This design comes from an exercise in tuning for small area, a short achievable clock period and few clock cycles per item on the open sky130 flow, not from production work.
At most, simulation tests tie the RTL to the original design; equivalence was not proved.
Function not checked in run 5: the RTL went through the layout flow alone.

<file path="design/flow/config.mk">
export PLATFORM = sky130hd
export DESIGN_NAME = MyDesign
export DESIGN_NICKNAME = MyDesign
export VERILOG_FILES = /design/flow/design.v
export SDC_FILE = /design/flow/constraint.sdc
export NUM_CORES = 4
export LEC_CHECK = 0
export CAP_MARGIN = 20
export CORE_MARGIN = 2
export CORE_UTILIZATION = 65
export CTS_BUF_LIST = sky130_fd_sc_hd__clkbuf_16
export CTS_CLUSTER_DIAMETER = 90
export CTS_CLUSTER_SIZE = 30
export SETUP_SLACK_MARGIN = 4.0
export SLEW_MARGIN = 20
</file>
<file path="design/flow/constraint.sdc">
create_clock -name core_clock -period 6.5 [get_ports {clk}]
set_input_delay 1.3000 -clock core_clock [delete_from_list [all_inputs] [get_ports {clk}]]
set_output_delay 1.3000 -clock core_clock [all_outputs]
set_load 0.01 [all_outputs]
</file>
<file path="design/flow/design.v">
module MyDesign
(
	input  wire        go,
	output reg         busy,
	input  wire        reset,
	input  wire        clk,
	output reg  [15:0] write_data,
	output wire [11:0] write_address,
	output reg         write_enable,
	output wire [11:0] read_input_address,
	input  wire [15:0] read_input_data,
	output wire [11:0] read_weight_address,
	input  wire [15:0] read_weight_data
);
	localparam S_IDLE = 2'd0, S_RUN = 2'd1, S_FLUSH = 2'd2, S_TAIL = 2'd3;
	reg [1:0]  st;
	reg        bub;         
	reg [4:0]  pd;          
	reg [3:0]  gd;          
	reg        f0;          
	reg        wfl;         
	reg [4:0]  K;           
	reg [4:0]  Kn;          
	reg        endn;        
	reg [9:0]  XB;          
	reg [9:0]  IA;
	reg [11:0] WA;
	reg [6:0]  dW;          
	reg [5:0]  ckh;         
	reg [6:0]  cL;          
	reg [6:0]  cS;          
	reg [11:0] OC;
	assign read_input_address  = {2'b00, IA};
	assign read_weight_address = WA;
	assign write_address       = OC;
	wire       sg    = K[0];                  
	wire [3:0] h     = K[4:1];                
	wire [3:0] hn    = Kn[4:1];
	wire [4:0] KP    = K + {4'd0, sg};        
	wire [4:0] Pm1   = {KP[3:0] - 4'd1, 1'b1};
	reg        lastp;       
	reg        lastg;       
	wire       lastl = lastp & lastg;
	wire       dummy = sg & (pd[4:1] == 4'd0);
	wire       run   = (st == S_RUN);
	wire       bub_n = run & ~bub & lastl & ~endn;
	wire       rel   = bub | lastp;           
	wire [4:0] pd_n  = rel ? Pm1 : pd - 5'd1;
	wire       l0_n  = ~rel & (pd == 5'd1);   
	wire       l1_n  = ~rel & (pd == 5'd2);
	wire       lg_n  = bub ? (K == 5'd1) : (lastp ? (gd == 4'd1) : lastg);
	wire [1:0] pq_n  = 2'd0 - pd_n[1:0];         
	reg [6:0] dW_n;
	always @(*) begin
		if (bub_n)
			dW_n = -{3'd0, hn};
		else if (l0_n & lg_n)
			dW_n = cL;
		else if (sg) begin
			case (pq_n)
				2'd1:    dW_n = bub ? {2'd0, K} + {3'd0, h} : {1'b0, ckh};
				2'd3:    dW_n = l1_n ? {2'd0, K} : -{3'd0, h};
				default: dW_n = -{3'd0, h};
			endcase
		end else begin
			if (pq_n != 2'd0) dW_n = {3'd0, h};
			else if (l0_n)    dW_n = 7'd1;
			else              dW_n = 7'd1 - {1'b0, ckh};
		end
	end
	reg  t_f, t_z;
	always @(*) begin
		t_f = 1'b0; t_z = 1'b1;
		if (run && !bub) begin
			t_f = f0;
			t_z = dummy;
		end else if (st == S_FLUSH)
			t_f = 1'b1;
	end
	always @(posedge clk or negedge reset) begin
		if (!reset) begin
			st <= S_IDLE; busy <= 1'b0; bub <= 1'b0;
		end else begin
			case (st)
				S_IDLE: if (go) begin
					busy <= 1'b1;
					st   <= S_RUN;
					bub  <= 1'b1;
				end
				S_RUN: begin
					bub <= bub_n;
					if (~bub & lastl & endn) st <= S_FLUSH;
				end
				S_FLUSH: st <= S_TAIL;
				default: if (pd == 5'd5) begin
					st   <= S_IDLE;
					busy <= 1'b0;
				end
			endcase
		end
	end
	wire [3:0] hp = read_input_data[6:3];
	always @(posedge clk) begin
		ckh <= K + {1'b0, h};
		cS  <= {{1'b0, K} + {1'b0, Kn}, 1'b1};
		cL  <= sg ? {3'd0, hn} - {3'd0, h} + 7'd1 : {3'd0, hn} + 7'd2;
	end
	always @(posedge clk) begin
		WA    <= WA + {{5{dW[6]}}, dW};
		dW    <= dW_n;
		pd    <= pd_n;
		lastp <= l0_n;
		lastg <= lg_n;
		f0    <= rel;
		IA    <= 10'd0;
		case (st)
			S_IDLE: begin
				K   <= read_input_data[6:2];
				XB  <= 10'd1;
				IA  <= go ? {4'b0, read_input_data[6:2], 1'b1} : 10'd0;
				WA  <= 12'd1 + {8'b0, hp};
				dW  <= -{3'd0, hp};
				wfl <= 1'b0;
				lastp <= 1'b0;
			end
			S_RUN: begin
				if (bub)        gd <= K[3:0] - 4'd1;
				else if (lastp) gd <= gd - 4'd1;
				if (lastp) wfl <= 1'b1;
				if (~rel)       IA <= IA + 10'd1;
				else if (~bub & lastl) begin
					K   <= Kn;
					XB  <= XB + {4'b0, K, 1'b1};
					IA  <= XB + {3'b0, cS};
				end else
					IA <= XB;
			end
			S_FLUSH: pd <= 5'd0;
			default: pd <= pd + 5'd1;
		endcase
	end
	reg        fA, wA, zA, capA, mA;
	reg [1:0]  pA;
	always @(posedge clk or negedge reset) begin
		if (!reset) begin
			fA <= 1'b0; wA <= 1'b0;
		end else begin
			fA <= t_f;
			wA <= t_f & (wfl | (st == S_FLUSH));    
		end
	end
	always @(posedge clk) begin
		zA <= t_z; capA <= bub; mA <= sg; pA <= ~pd[1:0];
		if (capA) begin
			Kn   <= read_input_data[6:2];
			endn <= &read_input_data[7:0];
		end
	end
	reg [15:0] X0, X1, X2, X3;
	reg [3:0]  xf, xw;
	reg [2:0]  xm;
	reg [1:0]  xp0, xp1, xp2;
	always @(posedge clk or negedge reset) begin
		if (!reset) begin
			xf <= 4'b0; xw <= 4'b0;
		end else begin
			xf <= {xf[2:0], fA};
			xw <= {xw[2:0], wA};
		end
	end
	always @(posedge clk) begin
		X0 <= zA ? 16'd0 : read_input_data;
		X1 <= X0; X2 <= X1; X3 <= X2;
		xm <= {xm[1:0], mA};
		xp0 <= pA; xp1 <= xp0; xp2 <= xp1;
	end
	reg [15:0]  S1;
	reg [15:4]  S2;
	reg [15:8]  S3;
	always @(posedge clk) begin
		S1 <= read_weight_data;
		S2 <= S1[15:4];
		S3 <= S2[15:8];
	end
	wire [3:0] c0 = read_weight_data[3:0];
	wire [3:0] c1 = S1[7:4];
	wire [3:0] c2 = S2[11:8];
	wire [3:0] c3 = S3[15:12];
	wire [15:0] acc0, acc1, acc2, acc3;
	wire [15:0] cy0, cy1, cy2, cy3;
	nn_row #(.ODD(0)) r0 (.clk(clk), .x(X0), .f(xf[0]), .m(mA), .pi(pA),
		.c0(c0), .c1(c1), .c2(c2), .c3(c3), .acc(acc0), .cy(cy0));
	nn_row #(.ODD(1)) r1 (.clk(clk), .x(X1), .f(xf[1]), .m(xm[0]), .pi(xp0),
		.c0(c0), .c1(c1), .c2(c2), .c3(c3), .acc(acc1), .cy(cy1));
	nn_row #(.ODD(0)) r2 (.clk(clk), .x(X2), .f(xf[2]), .m(xm[1]), .pi(xp1),
		.c0(c0), .c1(c1), .c2(c2), .c3(c3), .acc(acc2), .cy(cy2));
	nn_row #(.ODD(1)) r3 (.clk(clk), .x(X3), .f(xf[3]), .m(xm[2]), .pi(xp2),
		.c0(c0), .c1(c1), .c2(c2), .c3(c3), .acc(acc3), .cy(cy3));
	wire [3:0]  we = xw;
	wire [15:0] wacc = ({16{we[0]}} & acc0) | ({16{we[1]}} & acc1)
	                 | ({16{we[2]}} & acc2) | ({16{we[3]}} & acc3);
	wire [15:0] wcy  = ({16{we[0]}} & cy0) | ({16{we[1]}} & cy1)
	                 | ({16{we[2]}} & cy2) | ({16{we[3]}} & cy3);
	always @(posedge clk or negedge reset) begin
		if (!reset) write_enable <= 1'b0;
		else        write_enable <= |we;
	end
	always @(posedge clk) begin
		write_data <= wacc + wcy;
		OC <= (st == S_IDLE) ? 12'd0 : OC + {11'd0, write_enable};
	end
endmodule
module nn_row #(parameter ODD = 0)
(
	input  wire        clk,
	input  wire [15:0] x,
	input  wire        f,
	input  wire        m,
	input  wire [1:0]  pi,
	input  wire [3:0]  c0, c1, c2, c3,
	output reg  [15:0] acc,
	output wire [15:0] cy
);
	wire [1:0] j = {pi[1] ^ (m & (ODD != 0)), pi[0]};
	reg  [3:0] wsel;
	always @(*) begin
		case (j)
			2'd0: wsel = c0;
			2'd1: wsel = c1;
			2'd2: wsel = c2;
			default: wsel = c3;
		endcase
	end
	reg  [2:0] dl, dh;
	always @(posedge clk) begin
		dl <= {wsel[1], wsel[1] & ~wsel[0], wsel[0]};
		dh <= {wsel[3], wsel[3] & ~wsel[2], wsel[2]};
	end
	reg [7:1] k;                
	assign cy = {1'b0, k[7], 1'b0, k[6], 1'b0, k[5], 1'b0, k[4],
	             1'b0, k[3], 1'b0, k[2], 1'b0, k[1], 2'b00};
	wire [9:0] xl = {{2{x[7]}}, x[7:0]};
	wire [9:0] xh = {{2{x[15]}}, x[15:8]};
	wire [9:0] tl = ({10{dl[0]}} & xl) | ({10{dl[1]}} & {xl[8:0], 1'b0});
	wire [9:0] th = ({10{dh[0]}} & xh) | ({10{dh[1]}} & {xh[8:0], 1'b0});
	wire [9:0] vl = tl ^ {10{dl[2]}};
	wire [9:0] vh = th ^ {10{dh[2]}};
	wire [9:0] ul = {~vl[9], vl[8:0]};
	wire [9:0] uh = {~vh[9], vh[8:0]};
	wire [15:0] a  = f ? 16'd0 : acc;
	wire [7:1]  kk = f ? 7'd0 : k;
	wire [15:0] s, cc;
	assign s[9:0]  = a[9:0] ^ ul ^ uh;
	assign cc[0]   = dl[2];
	assign cc[10:1] = (a[9:0] & ul) | (a[9:0] & uh) | (ul & uh);
	assign s[10]   = ~(a[10] ^ cc[10]);
	assign s[15:11] = ~a[15:11];
	wire   cc11    = a[10] | cc[10];
	wire [15:0] cc2 = {a[14:11], cc11, 1'b0, cc[9:0]};
	wire [8:0]  ci = {1'b0, kk, dh[2]};
	wire [15:0] sum;
	wire [7:0]  co;
	genvar i;
	generate for (i = 0; i < 8; i = i + 1) begin : seg
		wire [2:0] t = {1'b0, s[2*i+1:2*i]} + {1'b0, cc2[2*i+1:2*i]} + {2'b0, ci[i]};
		assign sum[2*i+1:2*i] = t[1:0];
		assign co[i] = t[2];
	end endgenerate
	always @(posedge clk) begin
		acc <= sum;
		k   <= co[6:0];
	end
endmodule
</file>
<file path="design/flow/flow/run.sh">
#!/bin/bash
export BUFFER_PORTS_ARGS="-buffer_cell sky130_fd_sc_hd__buf_2"
cp standard.sh standard_sh_copy.log
bash standard.sh > standard.log 2>&1
</file>
<file path="design/flow/standard.sh">
#!/bin/bash
# synth_recipe.tcl (not shown) runs the flow's synth.tcl, then flattens the netlist and writes it again
# the make line also repeats each setting of config.mk as NAME=value (left out here)
make -C /OpenROAD-flow-scripts/flow DESIGN_CONFIG=/design/flow/config.mk WORK_HOME=/design/flow/orfs CLKGATE_MAP_FILE= SYNTH_SCRIPT=/design/flow/synth_recipe.tcl "${@:-finish}"
</file>
==> flow_summary.json, run 1 <==
{
  "h-tree-depth": 1,
  "max_cap_viol_count": 0,
  "cts_made_buffers": 16,
  "die_w_um": 166,
  "clkLatencyLatePin_ps": 510,
  "fin_area_um2": 18600,
  "fin_nets": 1893,
  "clk_pin_slew_ps": 110,
  "synth.area.top_cells": "dfxtp_1, fa_1, ha_1",
  "register_area_um2": 7240,
  "slew_viol_final": 0,
  "syn_inst": 1599,
  "syn_area_per_cell_um2": 10.6,
  "rows": 59,
  "dieArea_um2": 27500,
  "criticalPathCategory": "flop to flop",
  "io_buffers": 86,
  "antenna_found_initial": 0,
  "finalSetupViolations": 0,
  "synth_edf_count": 26,
  "cp.arrival_ps": 2850,
  "wl_um": 37800,
  "cts_root_buf": "clkbuf_16",
  "multi_input_area_um2": 9180,
  "place_area_um2": 17600,
  "status": "no timing/DRC/antenna violations",
  "hold_viol_final": 0,
  "placedCellCount": 1957,
  "grt_pass1_vias": 11500,
  "rsz0062_at_grt": "yes",
  "core-area_um2": 25800,
  "clockBufferDepth": 3,
  "drt-initial-drc-count": 740,
  "finalCriticalPeriod_ps": 2450,
  "wl_per_cell_um": 18.7,
  "initial_core_util_pct": 65.8,
  "finalCritPeriodShare_pct": 37.6,
  "finalWorstSetupSlack_ps": 4050,
  "n_fill_cell": 1944,
  "antenna_cells": 0,
  "yosysSeqAreaShare_pct": 42.2,
  "dp_slack_ps": 3420,
  "hpwl_um": 27700,
  "fmax_mhz": 409,
  "synth_warnings": 3,
  "fin_tns_setup_ps": 0,
  "fin_worst_skew_ps": 16.8,
  "worst_slew_pin_slew_ps": 700,
  "yosys.area.top_type": "dfxtp_1",
  "track_usage_pct": 26.9,
  "grt_start_max_net_pins": 51,
  "synth-seq-cells": 342,
  "gp_congestion": 0.915,
  "drc": 0,
  "ant_nets": 0,
  "area_growth_pct": 9.66,
  "synth-async-reset-ratio_pct": 4.39,
  "utilization_pct": 72.2,
  "slew_headroom_pct": 53.2,
  "synth_cell_types": 77,
  "min_path_type": "flop to flop",
  "drive_above_1_share_pct": 15.8,
  "required_ps": 6900,
  "pin_count": 89,
  "end_kind": "flop",
  "layout.cells.non_filler": 2018,
  "syn_area_um2": 17000,
  "clkSinkCount": 342,
  "grt_pass1_wl_um": 59900,
  "firstDrtPassIters": 5,
  "critPathLaunchType": "flop",
  "synthFlopType": "dfxtp_1",
  "hold_depth": 0,
  "vias_per_cell": 5.72,
  "via_count": 11500,
  "cp_max_fo": 9,
  "hold_ws_ps": 337,
  "cts_tree": "built",
  "reg2reg_depth": 7,
  "yosysTopAreaCellShare_pct": 35.4,
  "die_y_um": 166,
  "grt-ovfl-total": 0
}
==> logic make-up (layout without fill, tap and decap cells) <==
kind of cell,after synthesis,in the layout,synth area share [%]
AND/OR/NAND/NOR,384,384,11.9
flip-flops,342,342,42.2
AO/OA/AOI/OAI,289,289,11.8
buffers and inverters,217,300,5.19
adder cells (fa/ha/maj),181,181,17.8
XOR/XNOR,153,153,7.88
multiplexers,32,32,3.12
other,1,2,0.0221
==> area by class of cell <==
class                           instances  share of cell area, %
Clock inverter                          7                  0.369
Tap cell                              335                   2.25
Multi-Input combinational cell       1041                   49.3
Inverter                              150                   3.02
Timing Repair Buffer                  126                   3.99
Sequential cell                       342                   38.8
Clock buffer                           17                   2.28
==> cells in the final DEF, fill, tap and decap left out, types with 9 or more instances in the layout <==
cell and instances:
fa_1 102, nor3_1 27, edfxtp_1 26, nor2b_1 68, nand2_1 90, a31oi_1 9, clkbuf_16 17, a22oi_1 90
mux4_2 16, o211ai_1 12, buf_4 37, xnor2_1 76, dfxtp_1 275, nand2b_1 61, ha_1 73, buf_2 87
xor2_1 71, dfxtp_2 24, o21ai_0 48, inv_1 150, a22oi_2 17, a21oi_1 37, a21o_1 9, nor2_1 61
nand3_1 22
==> sequential cells by signal, summed over array words and instances (netlist names), 8 cells and up <==
signal / cells
X3: 16
S1: 12
S2: 8
X0: 16
r2.acc: 16
X1: 16
r0.acc: 16
write_data: 16
X2: 16
OC: 12
WA: 12
XB: 10
r3.acc: 16
r1.acc: 16
IA: 10
==> critical path: stages, from the launching register on <==
cell and delay (ps):
dfxtp_2 380, o21ai_0 310, xnor2_1 210, fa_1 540
inv_1 50, fa_1 370, inv_1 80, fa_1 400
==> routing by layer <==
metal	up-vias	part of all wire, %	track usage [%]
li1	5530	-	-
met1	5681	42	35.5
met2	249	50	47.0
met3	76	3.6	2.49
met4	0	3.7	9.22
met5	-	0	0
==> timing repair <==
item | in CTS | in global routing
setup buffers | 16 | 21
resized for setup | 49 | 40
pin swaps | 9 | 16
cloned | 0 | 0
hold buffers | 0 | 0
setup endpoints to repair | 35 | 49
==> final timing paths <==
| path | startpoint | endpoint | slack (ps) |
|---|---|---|---|
| setup / recovery | r1.dl[0]$_DFF_P_ | r1.acc[9]$_DFF_P_ | 4050 |
| hold / removal | S2[15]$_DFF_P_ | S3[15]$_DFF_P_ | 340 |
| setup reg to reg | r1.dl[0]$_DFF_P_ | r1.acc[9]$_DFF_P_ | 4050 |
| hold reg to reg | S2[15]$_DFF_P_ | S3[15]$_DFF_P_ | 340 |
| max in group asynchronous | reset | xw[3]$_DFF_PN0_ | 5450 |
| min in group asynchronous | reset | write_enable$_DFF_PN0_ | 710 |
==> cells in the mapped netlist, types with 9 or more instances <==
| library cell | instances |
|---|---|
| fa_1 | 102 |
| a31oi_1 | 9 |
| xnor2_1 | 80 |
| o211ai_1 | 12 |
| a22oi_1 | 107 |
| xor2_1 | 73 |
| edfxtp_1 | 26 |
| nor2_1 | 62 |
| o21ai_0 | 53 |
| nand3_1 | 22 |
| a21oi_1 | 38 |
| clkbuf_1 | 52 |
| ha_1 | 79 |
| nand2_1 | 91 |
| nor3_1 | 27 |
| dfxtp_1 | 301 |
| dfrtp_1 | 15 |
| mux4_2 | 16 |
| nand2b_1 | 61 |
| a21o_1 | 9 |
| nor2b_1 | 68 |
| inv_1 | 149 |
Testbench counts, summed over its fixed seeds: cycles 11,427, macs 85,808.
==> run 2, diff against run 1 <==
--- a/design/flow/config.mk
+++ b/design/flow/config.mk
@@ -9,7 +9,7 @@
 export CORE_MARGIN = 2
 export CORE_UTILIZATION = 65
 export CTS_BUF_LIST = sky130_fd_sc_hd__clkbuf_16
-export CTS_CLUSTER_DIAMETER = 90
-export CTS_CLUSTER_SIZE = 30
-export SETUP_SLACK_MARGIN = 4.0
+export CTS_CLUSTER_DIAMETER = 80
+export CTS_CLUSTER_SIZE = 32
+export SETUP_SLACK_MARGIN = 3.95
 export SLEW_MARGIN = 20
==> flow_summary.json, run 2 <==
{
  "synth_commonest_cells": "dfxtp_1, inv_1, a22oi_1, fa_1, nand2_1",
  "finalSetupViolations": 0,
  "fmax_mhz": 405,
  "worst_slew_pin_slew_ps": 705,
  "clk_pin_slew_ps": 120,
  "ant_nets": 0,
  "syn_inst": 1599,
  "hold_viol_final": 0,
  "wl_um": 37100,
  "final_common_cell": "dfxtp_1",
  "slew_headroom_pct": 52.9,
  "layout_common_cells": "dfxtp_1, inv_1, fa_1",
  "cts_made_buffers": 16,
  "utilization_pct": 71.7,
  "finalCriticalPeriod_ps": 2470,
  "pin_count": 89,
  "synth_edf_count": 26,
  "synthFlopType": "dfxtp_1",
  "yosysTopAreaCellShare_pct": 35.4,
  "fin_worst_skew_ps": 17.0,
  "die_w_um": 166,
  "drive_above_1_share_pct": 14.6,
  "fin_tns_setup_ps": 0,
  "via_count": 11400,
  "synth.area.top_cells": "dfxtp_1, fa_1, ha_1",
  "hpwl_um": 27600,
  "end_kind": "flop",
  "io_buffers": 86,
  "fin_area_um2": 18500,
  "gp_congestion": 0.948,
  "max_cap_viol_count": 0,
  "yosys.area.top_type": "dfxtp_1",
  "status": "no timing/DRC/antenna violations",
  "dieArea_um2": 27500,
  "finalCritPeriodShare_pct": 38.0,
  "slew_viol_final": 0,
  "rsz0062_at_grt": "yes",
  "cp_max_fo": 8,
  "antenna_found_initial": 0,
  "grt_start_max_net_pins": 52,
  "antenna_cells": 0,
  "clockBufferDepth": 3,
  "initial_core_util_pct": 65.8,
  "syn_area_um2": 17000,
  "drc": 0,
  "vias_per_cell": 5.67,
  "place_area_um2": 17600,
  "yosysSeqAreaShare_pct": 42.2,
  "critPathLaunchType": "flop",
  "cp_slowest_cell": "dfxtp_1",
  "grt-ovfl-total": 0,
  "min_path_type": "flop to flop",
  "synth_cell_types": 77,
  "crit_chain": "o21ai_1, xnor2_1, fa_1, ha_1, inv_1, ha_1, inv_1, fa_1, inv_1",
  "track_usage_pct": 26.8,
  "synth-async-reset-ratio_pct": 4.39,
  "core-area_um2": 25800,
  "syn_area_per_cell_um2": 10.6,
  "area_growth_pct": 9.02,
  "synth-seq-cells": 342,
  "slowest_delay_ps": 480,
  "cts_tree": "built",
  "cts_root_buf": "clkbuf_16",
  "die_y_um": 166,
  "fin_nets": 1883,
  "clkSinkCount": 342,
  "firstDrtPassIters": 5,
  "cp.arrival_ps": 2910,
  "crit_top_cell": "inv_1",
  "required_ps": 6940,
  "synth_warnings": 3,
  "synth_most_common_cell": "dfxtp_1",
  "wl_per_cell_um": 18.5,
  "hold_ws_ps": 340,
  "criticalPathCategory": "flop to flop",
  "h-tree-depth": 1,
  "drt-initial-drc-count": 718,
  "grt_pass1_vias": 11400,
  "clkLatencyLatePin_ps": 520,
  "grt_pass1_wl_um": 59800,
  "rows": 59
}
## run 2: cell counts after synthesis
No cell type changed its count.
## run 2: cell families (layout without fill, tap and decap cells)
group / count (synthesis) / after routing / synth area share (%)
mux: 32 / 32 / 3.12
other cells: 1 / 2 / 0.0221
buf+inv: 217 / 293 / 5.19
xor+xnor: 153 / 153 / 7.88
compound gates: 289 / 289 / 11.8
flops: 342 / 342 / 42.2
simple gates: 384 / 384 / 11.9
fa+ha+maj: 181 / 181 / 17.8
## run 2: metal layers
layer,track usage [%],vias to the layer above,wire [µm]
met5,0,-,0
met4,7.75,0,1160
met3,2.70,61,1400
met2,46.9,238,18700
met1,35.5,5592,15800
li1,-,5515,-
## run 2: critical path, delay by kind of cell (launching register included)
family                     cells  cell delay [ps]
adders and majority gates      4             1360
DFF                            1              480
xor gates and xnor gates       1              230
buffers and inverters          3              160
AOI/OAI and AO/OA              1              130
## run 2: metrics by stage
step / cells / setup slack [ps]
CTS: 1999 / 3920
finish: 2011 / 4030
global placement: 1957 / 3520
detailed placement: 1957 / 3480
global route: 2011 / 3910
floorplan: 1600 / 3960
## run 2: timing repair
item / in CTS / in global routing
pin swaps: 0 / 15
cloned: 0 / 0
setup buffers: 15 / 12
endpoints found under the setup margin: 41 / 31
hold buffers: 0 / 0
resized for setup: 22 / 55
## run 2: area by class of cell
type | instances | area, µm²
flip-flops and latches | 342 | 7230
fillers | 1992 | 7300
inverters | 150 | 563
multi-input cells | 1041 | 9130
clock buffers | 17 | 425
well taps | 335 | 419
clock inverters | 10 | 103
repair buffers | 116 | 657
## run 2: worst paths after layout
kind,slack (ps),end,depth (start not counted),start
setup / recovery,4030,r0.acc[11]$_DFF_P_,9,r0.dh[1]$_DFF_P_
setup reg to reg,4030,r0.acc[11]$_DFF_P_,9,r0.dh[1]$_DFF_P_
hold reg to reg,340,S2[15]$_DFF_P_,0,S1[15]$_DFF_P_
max in group asynchronous,5490,xw[3]$_DFF_PN0_,1,reset
hold / removal,340,S2[15]$_DFF_P_,0,S1[15]$_DFF_P_
min in group asynchronous,680,write_enable$_DFF_PN0_,1,reset
==> run 3, diff against run 2 <==
--- a/design/flow/config.mk
+++ b/design/flow/config.mk
@@ -11,5 +11,5 @@
 export CTS_BUF_LIST = sky130_fd_sc_hd__clkbuf_16
 export CTS_CLUSTER_DIAMETER = 80
 export CTS_CLUSTER_SIZE = 32
-export SETUP_SLACK_MARGIN = 3.95
+export SETUP_SLACK_MARGIN = 4.0
 export SLEW_MARGIN = 20
==> flow_summary.json, run 3 <==
{
  "status": "no timing/DRC/antenna violations",
  "fin_tns_setup_ps": 0,
  "syn_area_per_cell_um2": 10.6,
  "synth_most_common_cell": "dfxtp_1",
  "highest_layer": "met4",
  "slowest_delay_ps": 470,
  "clockBufferDepth": 3,
  "slew_headroom_pct": 54.8,
  "die_y_um": 166,
  "route.met3.wl_um": 1350,
  "pin_count": 89,
  "r2r_start": "r3.dh[1]$_DFF_P_",
  "antenna_cells": 0,
  "finalCritPeriodShare_pct": 37.9,
  "crit_buf_inv": 1,
  "synthFlopType": "dfxtp_1",
  "grt_pass1_wl_um": 59500,
  "synth.area.top_cells": "dfxtp_1, fa_1, ha_1",
  "hold_path.startpoint": "S2[14]$_DFF_P_",
  "area_growth_pct": 9.46,
  "h-tree-depth": 1,
  "n_fill_cell": 1935,
  "synth_edf_count": 26,
  "dieArea_um2": 27500,
  "finalCriticalPeriod_ps": 2460,
  "slew_viol_final": 0,
  "track_usage_pct": 26.8,
  "critPathLaunchType": "flop",
  "rsz0062_at_grt": "yes",
  "drt-initial-drc-count": 737,
  "required_ps": 5200,
  "syn_inst": 1599,
  "fin_worst_skew_ps": 24.5,
  "layout_common_cells": "dfxtp_1, inv_1, fa_1",
  "initial_core_util_pct": 65.8,
  "cts_made_buffers": 16,
  "max_cap_viol_count": 0,
  "grt_start_max_net_pins": 51,
  "postCtsHoldBufs": 0,
  "synth-async-reset-ratio_pct": 4.39,
  "final_common_cell": "dfxtp_1",
  "end_kind": "output pin",
  "cp.arrival_ps": 1160,
  "synth_warnings": 3,
  "wl_per_cell_um": 18.6,
  "worst_slew_pin_slew_ps": 676,
  "wl_um": 37500,
  "ant_nets": 0,
  "antenna_found_initial": 0,
  "grt_pass1_vias": 11400,
  "clk_pin_slew_ps": 110,
  "firstDrtPassIters": 5,
  "via_count": 11500,
  "hold_depth": 0,
  "drc": 0,
  "cts_root_buf": "clkbuf_16",
  "fin_nets": 1890,
  "grt-ovfl-total": 0,
  "synth-seq-cells": 342,
  "synth_cell_types": 77,
  "layout.cells.non_filler": 2017,
  "reg2reg_depth": 7,
  "drive_above_1_share_pct": 15.3,
  "wl_met1_um": 16000,
  "criticalPathCategory": "flop to output pin",
  "r2r_end": "r3.acc[9]$_DFF_P_",
  "yosysSeqAreaShare_pct": 42.2,
  "ff2ff_setup_slack_ps": 4040,
  "gp_congestion": 0.915,
  "hold_viol_final": 0,
  "placedCellCount": 1957,
  "cts_tree": "built",
  "cp_max_fo": 4,
  "core-area_um2": 25800,
  "rows": 59,
  "utilization_pct": 72.0,
  "syn_area_um2": 17000,
  "fmax_mhz": 406,
  "crit_chain": "buf_2",
  "min_to": "S3[14]$_DFF_P_",
  "synth_commonest_cells": "dfxtp_1, inv_1, a22oi_1, fa_1, nand2_1",
  "finalSetupViolations": 0,
  "hpwl_um": 27700,
  "yosys.area.top_type": "dfxtp_1",
  "yosysTopAreaCellShare_pct": 35.4,
  "vias_per_cell": 5.70,
  "clkLatencyLatePin_ps": 520,
  "die_w_um": 166,
  "io_buffers": 86,
  "wl_met2_um": 19100,
  "cp_top_family": "flip-flops",
  "cp_slowest_cell": "dfxtp_1",
  "min_path_type": "flop to flop",
  "clkSinkCount": 342
}
[run 3: changes by cell type in the layout (fill, tap and decap cells not counted), moves of 3 or more]
cell	delta
ha_4	-3
dfxtp_1	-3
xnor2_2	+6
nand2_2	-3
o21ai_1	+3
buf_4	+7
o21ai_0	-3
nand2_1	+3
xnor2_1	-6
[run 3: cell type report]
cell class	count	area [µm²]	area share, %
well taps	335	419	2.25
inverters	150	563	3.03
clock buffers	17	425	2.29
multi-input cells	1041	9150	49.2
clock inverters	9	93.8	0.504
flip-flops and latches	342	7240	38.9
repair buffers	123	716	3.85
[run 3: repair_timing]
action / CTS / global route
endpoints found under the hold margin: 0 / 0
endpoints found under the setup margin: 34 / 47
setup buffers: 17 / 17
gates cloned: 0 / 0
pin swaps: 10 / 16
gates resized for setup: 50 / 32
[run 3: cell families after synthesis]
kind of cell / count (synthesis) / share of synthesized area [%]
simple gates: 384 / 11.9
fa+ha+maj: 181 / 17.8
other cells: 1 / 0.0221
xor+xnor: 153 / 7.88
flops: 342 / 42.2
buf+inv: 217 / 5.19
mux: 32 / 3.12
compound gates: 289 / 11.8
[run 3: worst max path at each step]
| stage | start | slack (ps) | endpoint | cells after the start |
|---|---|---|---|---|
| 6_report | IA[0]$_DFF_P_ | 4040 | read_input_address[0] | 1 |
| 5_1_grt | xw[2]$_DFF_PN0_ | 3950 | write_data[14]$_DFF_P_ | 10 |
| 4_1_cts | lastp$_SDFF_PP0_ | 4000 | XB[4]$_SDFFCE_PN0P_ | 4 |
| 3_5_place_dp | K[0]$_DFFE_PP_ | 3420 | XB[6]$_SDFFCE_PN0P_ | 8 |
| 3_3_place_gp | K[0]$_DFFE_PP_ | 3470 | XB[6]$_SDFFCE_PN0P_ | 8 |
| 2_1_floorplan | xw[0]$_DFF_PN0_ | 4000 | write_data[14]$_DFF_P_ | 12 |
[run 3: stage by stage]
stage | worst slack, ps | instance area [µm²] | hold slack [ps]
final | 4040 | 18600 | 339
after global routing | 3950 | 18600 | 343
after CTS | 4000 | 18400 | 339
after detailed placement | 3420 | 17600 | 312
after global placement | 3470 | 17600 | 311
after floorplan | 4000 | 17000 | 310
[run 3: routing by layer]
layer / track usage (%) / vias to the layer above
met5: 0 / -
met4: 8.54 / 0
met3: 2.65 / 62
met2: 47.3 / 253
met1: 35.0 / 5641
li1: - / 5531
[run 3: worst register-to-register path, stage by stage (launching register included)]
cell,delay (ps)
dfxtp_1,520
o21ai_1,160
xnor2_2,220
fa_1,530
inv_1,50
fa_1,390
inv_1,80
fa_1,400
==> run 4, diff against run 3 <==
--- a/design/flow/config.mk
+++ b/design/flow/config.mk
@@ -8,7 +8,7 @@
 export CAP_MARGIN = 20
 export CORE_MARGIN = 2
 export CORE_UTILIZATION = 65
-export CTS_BUF_LIST = sky130_fd_sc_hd__clkbuf_16
+export CTS_BUF_LIST = sky130_fd_sc_hd__clkbuf_8 sky130_fd_sc_hd__clkbuf_16
 export CTS_CLUSTER_DIAMETER = 80
 export CTS_CLUSTER_SIZE = 32
 export SETUP_SLACK_MARGIN = 4.0
==> flow_summary.json, run 4 <==
{
  "status": "no timing/DRC/antenna violations",
  "yosys.area.top_type": "dfxtp_1",
  "fin_nets": 1890,
  "antenna_found_initial": 0,
  "n_fill_cell": 1932,
  "min_to": "S3[14]$_DFF_P_",
  "fin_worst_skew_ps": 26.5,
  "wl_um": 37500,
  "synth-seq-cells": 342,
  "via_count": 11500,
  "critPathLaunchType": "flop",
  "r2r_end": "r3.acc[9]$_DFF_P_",
  "rsz0062_at_grt": "yes",
  "clk_pin_slew_ps": 110,
  "max_cap_viol_count": 0,
  "r2r_start": "r3.dh[1]$_DFF_P_",
  "clkSinkCount": 342,
  "wl_per_cell_um": 18.6,
  "track_usage_pct": 26.8,
  "finalCritPeriodShare_pct": 37.8,
  "hold_depth": 0,
  "cts_root_buf": "clkbuf_16",
  "syn_area_per_cell_um2": 10.6,
  "fmax_mhz": 407,
  "syn_area_um2": 17000,
  "initial_core_util_pct": 65.8,
  "core-area_um2": 25800,
  "finalCriticalPeriod_ps": 2460,
  "finalSetupViolations": 0,
  "die_w_um": 166,
  "yosysSeqAreaShare_pct": 42.2,
  "area_growth_pct": 9.57,
  "ff2ff_setup_slack_ps": 4040,
  "cts_made_buffers": 16,
  "hold_viol_final": 0,
  "drt-initial-drc-count": 721,
  "synth.area.top_cells": "dfxtp_1, fa_1, ha_1",
  "grt-ovfl-total": 0,
  "ant_nets": 0,
  "pin_count": 89,
  "synth_cell_types": 77,
  "slew_headroom_pct": 54.5,
  "required_ps": 6900,
  "end_kind": "flop",
  "syn_inst": 1599,
  "synth_warnings": 3,
  "synth_edf_count": 26,
  "dieArea_um2": 27500,
  "synthFlopType": "dfxtp_1",
  "die_y_um": 166,
  "io_buffers": 86,
  "rows": 59,
  "gp_congestion": 0.915,
  "reg2reg_depth": 7,
  "h-tree-depth": 1,
  "cts_tree": "built",
  "cp.arrival_ps": 2860,
  "utilization_pct": 72.1,
  "layout.cells.non_filler": 2017,
  "synth_most_common_cell": "dfxtp_1",
  "firstDrtPassIters": 5,
  "register_area_um2": 7240,
  "vias_per_cell": 5.69,
  "multi_input_area_um2": 9150,
  "grt_start_max_net_pins": 51,
  "yosysTopAreaCellShare_pct": 35.4,
  "min_path_type": "flop to flop",
  "clockBufferDepth": 3,
  "hold_path.startpoint": "S2[14]$_DFF_P_",
  "synth-async-reset-ratio_pct": 4.39,
  "drc": 0,
  "grt_pass1_vias": 11400,
  "layout_common_cells": "dfxtp_1, inv_1, fa_1",
  "slew_viol_final": 0,
  "postCtsHoldBufs": 0,
  "criticalPathCategory": "flop to flop",
  "antenna_cells": 0,
  "clkLatencyLatePin_ps": 520,
  "synth_commonest_cells": "dfxtp_1, inv_1, a22oi_1, fa_1, nand2_1",
  "hpwl_um": 27700,
  "final_common_cell": "dfxtp_1",
  "fin_tns_setup_ps": 0,
  "drive_above_1_share_pct": 15.4,
  "grt_pass1_wl_um": 59500,
  "cp_max_fo": 8,
  "placedCellCount": 1957,
  "worst_slew_pin_slew_ps": 682
}
==> run 4: repair_timing <==
action	CTS	global route
buffers inserted	17	17
pin swaps	10	16
gates resized for setup	50	32
endpoints found under the setup margin	34	47
==> run 4: cell type report <==
| type | count | area share, % |
|---|---|---|
| clock buffers | 19 | 2.43 |
| clock inverters | 7 | 0.463 |
| inverters | 150 | 3.02 |
| multi-input cells | 1041 | 49.1 |
| flip-flops and latches | 342 | 38.9 |
| well taps | 335 | 2.25 |
| repair buffers | 123 | 3.84 |
==> run 4: logic make-up (layout without fill, tap and decap cells) <==
logic type | after synthesis | in the layout | share of synthesized area [%]
simple gates | 384 | 384 | 11.9
flops | 342 | 342 | 42.2
compound gates | 289 | 289 | 11.8
buf+inv | 217 | 299 | 5.19
fa+ha+maj | 181 | 181 | 17.8
xor+xnor | 153 | 153 | 7.88
mux | 32 | 32 | 3.12
other cells | 1 | 2 | 0.0221
==> run 4: worst max-delay path by stage <==
stage | startpoint | slack [ps] | end
floorplan | xw[0]$_DFF_PN0_ | 4000 | write_data[14]$_DFF_P_
global placement | K[0]$_DFFE_PP_ | 3470 | XB[6]$_SDFFCE_PN0P_
detailed placement | K[0]$_DFFE_PP_ | 3420 | XB[6]$_SDFFCE_PN0P_
CTS | lastp$_SDFF_PP0_ | 4000 | XB[4]$_SDFFCE_PN0P_
global route | xw[2]$_DFF_PN0_ | 3950 | write_data[14]$_DFF_P_
finish | r3.dh[1]$_DFF_P_ | 4040 | r3.acc[9]$_DFF_P_
==> run 4: through the flow <==
| step | hold slack [ps] | worst slack, ps | cell area, µm² |
|---|---|---|---|
| finish | 339 | 4040 | 18600 |
| global route | 343 | 3950 | 18600 |
| CTS | 339 | 4000 | 18400 |
| detailed placement | 312 | 3420 | 17600 |
| global placement | 311 | 3470 | 17600 |
| floorplan | 310 | 4000 | 17000 |
==> run 4: worst max-delay path, stage by stage, from the launching register on <==
cell and delay [ps]:
dfxtp_1 520, o21ai_1 160, xnor2_2 220, fa_1 530, inv_1 50, fa_1 390, inv_1 80, fa_1 400
==> run 4: metal layers <==
layer / vias up / GRT usage [%] / wire length (µm)
met3: 69 / 2.65 / 1480
met4: 0 / 8.54 / 1220
li1: 5529 / - / -
met1: 5612 / 35.0 / 15800
met5: - / 0 / 0
met2: 274 / 47.3 / 19000
==> run 5, diff against run 4 <==
--- a/design/flow/design.v
+++ b/design/flow/design.v
@@ -231,11 +231,10 @@
 			default: wsel = c3;
 		endcase
 	end
-	reg  [2:0] dl, dh;
-	always @(posedge clk) begin
-		dl <= {wsel[1], wsel[1] & ~wsel[0], wsel[0]};
-		dh <= {wsel[3], wsel[3] & ~wsel[2], wsel[2]};
-	end
+	reg  [3:0] wn;
+	always @(posedge clk) wn <= wsel;
+	wire [2:0] dl = {wn[1], wn[1] & ~wn[0], wn[0]};
+	wire [2:0] dh = {wn[3], wn[3] & ~wn[2], wn[2]};
 	reg [7:1] k;                
 	assign cy = {1'b0, k[7], 1'b0, k[6], 1'b0, k[5], 1'b0, k[4],
 	             1'b0, k[3], 1'b0, k[2], 1'b0, k[1], 2'b00};
--- a/design/flow/config.mk
+++ b/design/flow/config.mk
@@ -8,7 +8,7 @@
 export CAP_MARGIN = 20
 export CORE_MARGIN = 2
 export CORE_UTILIZATION = 65
-export CTS_BUF_LIST = sky130_fd_sc_hd__clkbuf_8 sky130_fd_sc_hd__clkbuf_16
+export CTS_BUF_LIST = sky130_fd_sc_hd__clkbuf_16
 export CTS_CLUSTER_DIAMETER = 80
 export CTS_CLUSTER_SIZE = 32
 export SETUP_SLACK_MARGIN = 4.0
==> flow_summary.json, run 5 <==
{
  "status": "no timing/DRC/antenna violations",
  "synth_most_common_cell": "dfxtp_1",
  "grt_start_max_net_pins": 41,
  "vias_per_cell": 5.60,
  "dieArea_um2": 27400,
  "final_common_cell": "dfxtp_1",
  "cp.arrival_ps": 1190,
  "drc": 0,
  "die_w_um": 166,
  "io_buffers": 86,
  "finalWorstSetupSlack_ps": 4010,
  "syn_area_per_cell_um2": 10.2,
  "wl_per_cell_um": 17.8,
  "synth_commonest_cells": "dfxtp_1, inv_1, nand2_1, fa_1",
  "grt_pass1_vias": 11400,
  "min_to": "S2[8]$_DFF_P_",
  "area_growth_pct": 10.7,
  "r2r_start": "r3.wn[3]$_DFF_P_",
  "reg2reg_depth": 7,
  "critPathLaunchType": "flop",
  "rsz0062_at_grt": "yes",
  "slowest_delay_ps": 510,
  "required_ps": 5200,
  "synth.area.top_cells": "dfxtp_1, fa_1, ha_1",
  "min_path_type": "flop to flop",
  "critPathLaunch": "write_enable$_DFF_PN0_",
  "clockBufferDepth": 3,
  "cp_top_family": "flip-flops",
  "fin_worst_skew_ps": 27.9,
  "die_y_um": 166,
  "cp.depth": 1,
  "ant_nets": 0,
  "antenna_found_initial": 0,
  "finalCriticalPeriod_ps": 2490,
  "crit_chain": "buf_6",
  "syn_area_um2": 17000,
  "cts_made_buffers": 17,
  "yosys.area.top_type": "dfxtp_1",
  "gp_congestion": 0.900,
  "cts_tree": "built",
  "fmax_mhz": 401,
  "cp_max_fo": 2,
  "fin_tns_setup_ps": 0,
  "h-tree-depth": 1,
  "drive_above_1_share_pct": 15.4,
  "r2r_end": "r3.acc[7]$_DFF_P_",
  "dp_slack_ps": 3550,
  "pin_count": 89,
  "synth_edf_count": 26,
  "finalCritPeriodShare_pct": 38.4,
  "hold_viol_final": 0,
  "max_cap_viol_count": 0,
  "clkSinkCount": 334,
  "crit_buf_inv": 1,
  "antenna_cells": 0,
  "rows": 59,
  "yosysSeqAreaShare_pct": 41.4,
  "via_count": 11800,
  "slew_viol_final": 0,
  "clk_pin_slew_ps": 100,
  "synth-seq-cells": 334,
  "synth_warnings": 3,
  "initial_core_util_pct": 65.7,
  "finalSetupViolations": 0,
  "cts_root_buf": "clkbuf_16",
  "synthFlopType": "dfxtp_1",
  "drt-initial-drc-count": 652,
  "cp_slowest_cell": "dfrtp_2",
  "grt_pass1_wl_um": 57200,
  "core-area_um2": 25800,
  "register_area_um2": 7090,
  "synth-async-reset-ratio_pct": 4.49,
  "hold_path.startpoint": "S1[8]$_DFF_P_",
  "layout_common_cells": "dfxtp_1, inv_1, nand2_1",
  "synth_cell_types": 71,
  "worst_slew_pin_slew_ps": 781,
  "hpwl_um": 27300,
  "fin_nets": 1973,
  "yosysTopAreaCellShare_pct": 34.6,
  "clkLatencyLatePin_ps": 540,
  "firstDrtPassIters": 5,
  "multi_input_area_um2": 9250,
  "criticalPathCategory": "flop to output pin",
  "slew_headroom_pct": 47.9,
  "ff2ff_setup_slack_ps": 4030,
  "track_usage_pct": 26.7,
  "n_fill_cell": 1915,
  "grt-ovfl-total": 0,
  "end_kind": "output pin",
  "wl_um": 37400,
  "hold_depth": 0,
  "syn_inst": 1670
}
==> run 5: final cells by class <==
class | count | area share [%]
clock inverter | 11 | 0.613
sequential | 334 | 37.7
tap | 335 | 2.23
timing repair buffer | 140 | 4.76
inverter | 154 | 3.13
clock buffer | 17 | 2.26
multi-input combinational | 1110 | 49.3
==> run 5: logic make-up (layout without fill, tap and decap cells) <==
kind of cell	Yosys count	count (layout)	synth area share, %
muxes	37	37	3.41
and+or+nand+nor	469	469	14.4
other	1	2	0.0221
xor gates and xnor gates	131	131	6.76
AOI/OAI and AO/OA	290	290	11.0
adders and majority gates	181	181	17.9
buffers and inverters	227	322	5.18
DFF	334	334	41.4
==> run 5: what timing repair did <==
action,4_1_cts,5_1_grt
buffers inserted,8,39
hold endpoints to repair,0,0
endpoints found under the setup margin,55,43
gates resized for setup,40,56
gates cloned,0,1
pin swaps,4,9
hold buffers,0,0
==> run 5: per-layer routing <==
layer | track usage (%) | vias to the layer above | share of wire, %
li1 | - | 5774 | -
met1 | 34.1 | 5696 | 43
met2 | 47.5 | 248 | 51
met3 | 3.65 | 52 | 4.0
met4 | 7.25 | 0 | 2.5
met5 | 0 | - | 0
==> run 5: how the worst max path moves through the flow <==
stage / endpoint / slack (ps)
after floorplan: r2.acc[9]$_DFF_P_ / 3950
after global placement: r3.acc[9]$_DFF_P_ / 3640
after detailed placement: r3.acc[9]$_DFF_P_ / 3550
after CTS: write_enable / 3980
after global routing: write_data[15]$_DFF_P_ / 3900
final: write_enable / 4010
==> run 5: metrics by stage <==
stage / std cells / cell area [µm²] / util, % / hold WS [ps]
6_report: 2101 / 18800 / 72.7 / 337
5_1_grt: 2101 / 18800 / 72.7 / 341
4_1_cts: 2061 / 18200 / 70.6 / 337
3_5_place_dp: 2025 / 17600 / 68.0 / 312
3_3_place_gp: 2025 / 17600 / 68.0 / 310
2_1_floorplan: 1671 / 17000 / - / 310

-- separate check: timing with driven ports --
Ports are ideal in the flow. The routed layouts listed here were re-timed in OpenROAD. Step 1 assumes that a clkbuf_16 drives the clock port and a buf_2 every other input. Step 2 also shifts input and output timing later by t, the mid clock arrival at the registers, as if the neighbouring blocks saw the same clock. a / b / c = no drivers / after step 1 / after step 2; a / b = the first two.
| run | t (ns) | setup slack, ns | clock arrival spread, ns | pins driven straight from the clock port |
|---|---|---|---|---|
| run 1 | 0.554 | 4.053 / 4.020 / 3.998 | 0.017 / 0.017 | 1 |
| run 2 | 0.568 | 4.030 / 4.029 / 4.030 | 0.021 / 0.021 | 1 |
| run 3 | 0.562 | 4.037 / 3.986 / 3.997 | 0.025 / 0.024 | 1 |
| run 4 | 0.561 | 4.041 / 3.992 / 3.993 | 0.027 / 0.027 | 1 |
| run 5 | 0.579 | 4.007 / 3.955 / 3.906 | 0.029 / 0.028 | 1 |
After both steps setup and hold are still met in every run listed. The setup slack of run 5, which loses most, moves by -0.052 ns with the drivers and by -0.101 ns with both steps.
